What follows belongs to an exercise in optimizing a design on an open flow for small area, a short achievable clock period and few clock cycles per item; a production flow would make more cautious choices. No run shown here included a check of the RTL's function; only the layout flow was run. Power and IR drop assume default switching activity.

==> flow/design.v (outline; a module is shown in full before it is edited, if it fits) <==
// module matvecmult: 2318 lines
// module mv_fa: 4 lines
// module mv_or2: 3 lines
// module mv_xnor2: 3 lines
module matvecmult(
    CLK,
    RST,
    vector_x,
    vector_b,
    vector_y,
    Q,
    A,
    finish
);
  // ...
==> flow/flow/run.sh <==
#!/bin/bash
set -euo pipefail
export BUFFER_PORTS_ARGS="-buffer_cell sky130_fd_sc_hd__buf_1"
bash standard.sh > standard_make.log 2>&1
==> flow/standard.sh <==
#!/bin/bash
# synth_recipe.tcl (not shown) runs the flow's synth.tcl, then flattens the netlist and writes it again
# the make line also repeats each setting of config.mk as NAME=value (left out here)
make -C /OpenROAD-flow-scripts/flow DESIGN_CONFIG=/design/flow/config.mk WORK_HOME=/design/flow/orfs CLKGATE_MAP_FILE= SYNTH_SCRIPT=/design/flow/synth_recipe.tcl "${@:-finish}"
==> flow/config.mk <==
export PLATFORM = sky130hd
export DESIGN_NAME = matvecmult
export DESIGN_NICKNAME = matvecmult
export VERILOG_FILES = /design/flow/design.v
export SDC_FILE = /design/flow/constraint.sdc
export NUM_CORES = 4
export LEC_CHECK = 0
export CAP_MARGIN = 20
export CORE_MARGIN = 2
export CORE_UTILIZATION = 40
export SLEW_MARGIN = 20
export SYNTH_HIERARCHICAL = 1
export SYNTH_MINIMUM_KEEP_SIZE = 0
==> flow/constraint.sdc <==
create_clock -name core_clock -period 10.0 [get_ports {CLK}]
set_input_delay 2.0000 -clock core_clock [delete_from_list [all_inputs] [get_ports {CLK}]]
set_output_delay 2.0000 -clock core_clock [all_outputs]
set_load 0.01 [all_outputs]
==> out/results.txt, run 1 <==
PostCTS Resize Cnt: 0
Hold Crit Start: val[2]
Pre-antenna DRT Iters: 5
Clk power: 0.00134 W
Largest Register: cut1
#FFs+latches synth: 322
M2 GR Usage: 34.4%
multi-input gate share of total cell area: 45.5%
overall fraction of global-route tracks in use: 21.5%
Max power group: combinational logic
antenna diode count: 4
highest metal used: met5
Comb pwr share: 50.2%
fmax: 295 MHz
worst r2r dst: cut2[5]
Area contributors post-synth: fa_1, edfxtp_1, dfxtp_1
syn_area_per_cell: 12.9 sq um
Clk network pwr share: 19.0%
status: finished clean
simple-gate share of the synthesized area: 10.0%
MaxCap Viol Count: 0
Critical Path Stages: 4
Buffers, non-clock: 488
Clock Tree Buf Depth: 3
Antenna Nets Post-Route: 0
CTS buffer count: 36
Port Buf Inserts: 486
DP Area: 0.0202 sq mm
layout overhead on the synthesized area: 20.4%
Non-clock buffers, area share: 8.60%
Die X: 215 um
layout cell share with drive strength beyond 1: 4.13%
Place WS: 6.08 ns
Synth async-reset ratio: 3.73%
worst slew pin tran: 0.844 ns
core footprint: 0.0440 sq mm
Worst Hold Depth: 0
# setup viols final: 0
Regs by FF count: cut1: 156 flops, y_r: 128 flops, cut2: 11 flops
placed instance count: 2437
max_slew headroom: 43.7%
==> inputs of run 2 (changes only) <==
--- a/flow/design.v
+++ b/flow/design.v
@@ -21,38 +21,39 @@
 reg  [3:1] val;          
 reg  [3:1] done;         
 reg        fin;
 reg  [7:0] y_r [0:15];
 reg  [7:0] bsel;
 integer    i;
 reg        skip;                        
 reg  [3:0] ar;                          
-wire [3:0] a_w = {cnt[3:1], cnt[0] ^ skip};    
+wire [3:0] a_w = {cnt[3:1], cnt[0] ^ skip} | {4{cnt[4]}};
 wire [3:0] a_o;
 mv_or2 ua0 (.a(ar[0]), .b(skip), .y(a_o[0]));
 assign a_o[3:1] = ar[3:1];
 wire       fetched = cnt[4];            
 assign A = a_o;
 assign finish = fin;
 always @(posedge CLK) begin
     rs   <= RST;
     skip <= RST & ~rs;
-    val  <= {val, RST ? ~rs : ~fetched};
+    val  <= {val, ~RST & ~fetched & (a_w != 4'd0)};
 end
 always @(posedge CLK or posedge RST) begin
     if (RST) begin
         cnt  <= 5'd0;
         ar   <= 4'd0;
         done <= {3{1'b0}};
         fin  <= 1'b0;
     end else begin
         if (!fetched) begin
             cnt <= cnt + (skip ? 5'd2 : 5'd1);
-            ar  <= {ar[3:1] + {2'b0, ar[0]}, ~ar[0]} + {3'b0, skip};
+            if (ar != 4'd15)
+                ar <= {ar[3:1] + {2'b0, ar[0]}, ~ar[0]} + {3'b0, skip};
         end
         done <= {done, fetched};
         fin  <= done[2];
     end
 end
 always @(posedge CLK)
     bsel <= vector_b[8*a_w +: 8];
 wire p1;
@@ -2300,29 +2301,31 @@
 wire k2_10 = cut2[10];
 always @(posedge CLK)
     cut2 <= {s1153, s1152, s1084, c1031, s1082, s1030, c989, s988, s958, s940, s932};
 reg b0_2;
 always @(posedge CLK)
     b0_2 <= b0_1;
 wire [6:0] sum = ~{s1162, s1158, s1154, k2_3, k2_2, k2_1, k2_0};
 always @(posedge CLK) begin
-    if (val[3]) begin
+    if (val[3])
         for (i = 0; i < 15; i = i + 1)
             y_r[i] <= y_r[i + 1];
-        y_r[15] <= {sum, b0_2};
-    end
+    y_r[15] <= {sum, b0_2};
 end
 genvar g;
 generate for (g = 0; g < 16; g = g + 1) begin : gy
     assign vector_y[8*g +: 8] = y_r[g];
 end endgenerate
 endmodule
 module mv_fa(input a, input b, input c, output s, output co);
 assign s  = a ^ b ^ c;
 assign co = (a & b) | (a & c) | (b & c);
 endmodule
+module mv_add7(input [6:0] a, input [6:0] b, output [6:0] s);
+assign s = ~a + ~b;
+endmodule
 module mv_or2(input a, input b, output y);
 assign y = a | b;
 endmodule
 module mv_xnor2(input a, input b, output s);
 assign s = ~(a ^ b);
 endmodule
==> flow/flow/run.sh (replaced) <==
#!/bin/bash
set -euo pipefail
export BUFFER_PORTS_ARGS="-buffer_cell sky130_fd_sc_hd__buf_2"
bash standard.sh > standard_make.log 2>&1
==> run 2 against run 1 <==
  * Register-to-register slack got worse by 0.02 ns
  * Hold slack improved by 0.0047 ns
  * Critical path type is now reg -> out
  * Highest routed layer unchanged
  * Non-clock buffer count increased by 2
  * Via count increased by 4.2%
  * Count of clock-buffer cells in the layout increased by 8
  * Critical endpoint is now A[0]
  * Worst setup slack improved by 0.089 ns
==> out/results.txt, run 2 <==
max_slew headroom: 29.7% (-14 points)
worst-path cell chain: or2_1 -> buf_2
Synth async-reset ratio: 3.73% (unchanged)
Pwr Total: 0.00699 W
status: finished clean
fill count: 4013
CP endpoint kind: output pin
cell taking the most area after synthesis: fa_1
Initial Util: 40.5%
most frequent cells in the layout: buf_2, nand2_1, fa_1
syn_area_per_cell: 12.4 sq um (-3.8%)
layout overhead on the synthesized area: 23.8%
unique cell type count in the Yosys netlist: 48
Worst Path Max Fanout: 5
most frequent cell after synthesis: nand2_1
Worst Path Buf+Inv: 1
clock sink count: 322
CTS tree: yes
Clock Tree Buf Depth: 3 (unchanged)
footprint of the multi-input gates: 0.00994 sq mm
initial drt markers: 652
drc violations: 0
Port Buf Inserts: 486 (unchanged)
Mapped Cells: 1440
Avg Vias per Cell: 4.85
max reg flops: 156
CTS H-tree lvls: 2
first-pass GRT wire length: 76800 um
overall fraction of global-route tracks in use: 22.1% (+0.61 points)
Final Max Slew Viols: 0
P per Cell Area: 316 mW/mm^2
Top delay family on crit path: flip-flops
Comb pwr share: 51.6% (+1.4 points)
via count: 12400
Antenna Nets Post-Route: 0 (unchanged)
part of the power in registers: 29.7%
CP max stage delay: 0.38 ns
Post-Route WL: 51100 um
Tmin final: 3.30 ns
post-synthesis cell area: 0.0179 sq mm
CP max stage cell: dfxtp_1
# setup viols final: 0 (unchanged)
CP required: 8.00 ns
Place WS: 6.37 ns (+0.293 ns)
PostCTS Resize Cnt: 0 (unchanged)
core footprint: 0.0441 sq mm (+0.22%)
P_sw: 0.00266 W
Setup Buffers After CTS: 0
die area: 0.0464 sq mm
Fin. Hold Viols: 0
top_reg_cell synth: dfxtp_1
most common cell after layout, fill and taps aside: buf_2
RePlAce Congestion: 0.916
Area contributors post-synth: fa_1, dfxtp_1, edfxtp_1
number of synthesized flops with an enable pin: 120
startpoint types: register
fmax: 303 MHz (+2.7%)
switching share of total power: 38.0%
Hold WC Path Type: reg -> reg
Internal Power: 0.00434 W
#FFs+latches synth: 322 (unchanged)
leakage power total: 8.83 nW
gr ovfl total: 0
Die X: 215 um (+0.29%)
Synth Warn #: 8
worst slew pin tran: 1.04 ns (+0.197 ns)
sequential element share of the synthesized area: 43.2%
CTS root buf: clkbuf_16
Pre-antenna DRT Iters: 5 (unchanged)
FF/Latch Area: 0.00771 sq mm
Final WS setup: 6.70 ns
# rows: 77
classification of the worst setup path: reg -> out
MaxCap Viol Count: 0 (unchanged)
nets: 2592
routed len/inst: 19.9 um
top cell type's share of synthesized area: 28.7%
Regs by FF count: cut1: 156 flops, y_r: 128 flops, cut2: 11 flops
CTS buffer count: 37 (+2.8%)
dpl hpwl: 42800 um
clk latency of the worst-skew pair: 0.54 ns
Die Height: 215 um
Largest Register: cut1
Synth Net Count: 2088
VDD IR max: 0.358 mV
CTS clk-pin slew, worst paths: 0.06 ns
TNS Setup: 0 ns
vias in the first global route: 13200
pin count of the biggest net entering global routing: 84
Crit path arrival time: 1.30 ns
RSZ-0062 raised after global routing: no
Clk network pwr share: 18.7% (-0.3 points)
final period utilization: 33.0%
Post-synth top cells: nand2_1, fa_1, xnor2_1
layout cell share with drive strength beyond 1: 28.9% (+25 points)
initial antenna violation count: 7
Post-CTS Hold Fix Bufs: 0
Top-Level Pins: 519
clk_skew: 0.0149 ns
==> run 2: area by class of cell <==
cell class	instances	area share, %
Timing Repair Buffer	490	11.1
Sequential cell	322	34.9
Multi-Input combinational cell	1074	45.0
Tap cell	592	3.35
Clock inverter	14	0.430
Inverter	19	0.323
Clock buffer	53	4.88
Antenna cell	3	0.0340
==> run 2: path summary, 6_finish.rpt <==
check	slack, ns	to	startpoint	cells after the start
max in group asynchronous	8.17	ar[3]	RST	2
min in group asynchronous	1.49	done[0]	RST	2
worst max register to register	6.96	cut2[10]	cut1[35]	6
worst max-delay path	6.70	A[0]	skip	2
worst min-delay path	0.33	y_r[15][0]	b0_2	0
worst min register to register	0.33	y_r[15][0]	b0_2	0
==> run 2: power groups by stage <==
stage | clock network (W) | registers [W] | logic (W)
3_5_place_dp | 0 | 0.00211 | 0.00369
4_1_cts | 0.00135 | 0.00209 | 0.00371
5_1_grt | 0.00140 | 0.00212 | 0.00402
3_3_place_gp | 0 | 0.00210 | 0.00365
2_1_floorplan | 0 | 0.00207 | 0.00246
6_report | 0.00131 | 0.00208 | 0.00360
==> run 2: cells by family (layout without fill, tap and decap cells) <==
family | after synthesis | in the layout | share of synthesized area [%]
simple gates | 505 | 505 | 11.1
flops | 322 | 322 | 43.2
fa+ha+maj | 262 | 262 | 29.1
xor+xnor | 200 | 200 | 9.81
compound gates | 57 | 57 | 2.75
mux | 50 | 50 | 2.92
buf+inv | 44 | 576 | 1.18
other cells | 0 | 3 | 0
==> run 2: metrics by stage <==
step | hold WS [ns] | util (%) | cells | cell area (sq um)
after CTS | 0.331 | 50.1 | 2564 | 22100
after detailed placement | 0.315 | 47.4 | 2497 | 20900
after global routing | 0.333 | 50.1 | 2567 | 22100
after global placement | 0.311 | 47.4 | 2497 | 20900
final | 0.328 | 50.1 | 2567 | 22100
after floorplan | 0.310 | - | 1440 | 17900
==> run 2: layer usage <==
| layer | share of wire [%] | global-route usage (%) | vias up |
|---|---|---|---|
| met5 | 0.092 | 0 | - |
| met4 | 1.9 | 6.09 | 8 |
| met3 | 7.2 | 4.87 | 68 |
| met2 | 48 | 35.8 | 483 |
| met1 | 43 | 30.0 | 6218 |
| li1 | - | - | 5662 |
==> run 2: per-module statistics from Yosys, one instance, submodules excluded <==
module,flip-flops and latches,cells
matvecmult,322,989
mv_fa,0,1
mv_or2,0,1
mv_xnor2,0,1

==> afterwards: timing with drivers on the ports <==
The flow's constraints put no driver on any port. The routed layouts listed below were extracted and timed again, unchanged, in two steps. Step 1 sets driving cells, clkbuf_16 on the clock port and buf_2 on the other inputs (assumed; they add their load-dependent delay and slew). Step 2 also shifts input and output timing later by t, the mid clock arrival at the registers, as if the neighbouring blocks saw the same clock. a / b / c = ideal ports / drivers / drivers and shift; a / b = the first two.
run	t, ns	slack for setup (ns)	worst slew at a driven data input, ns	pins driven straight from the clock port
run 1	0.584	6.609 / 6.635 / 6.051	0.10	1
run 2	0.587	6.698 / 6.645 / 6.365	0.09	1
After both steps every run listed still meets setup and hold. For run 1, which loses most, drivers alone change the setup slack by +0.026 ns; drivers and shift together by -0.558 ns.
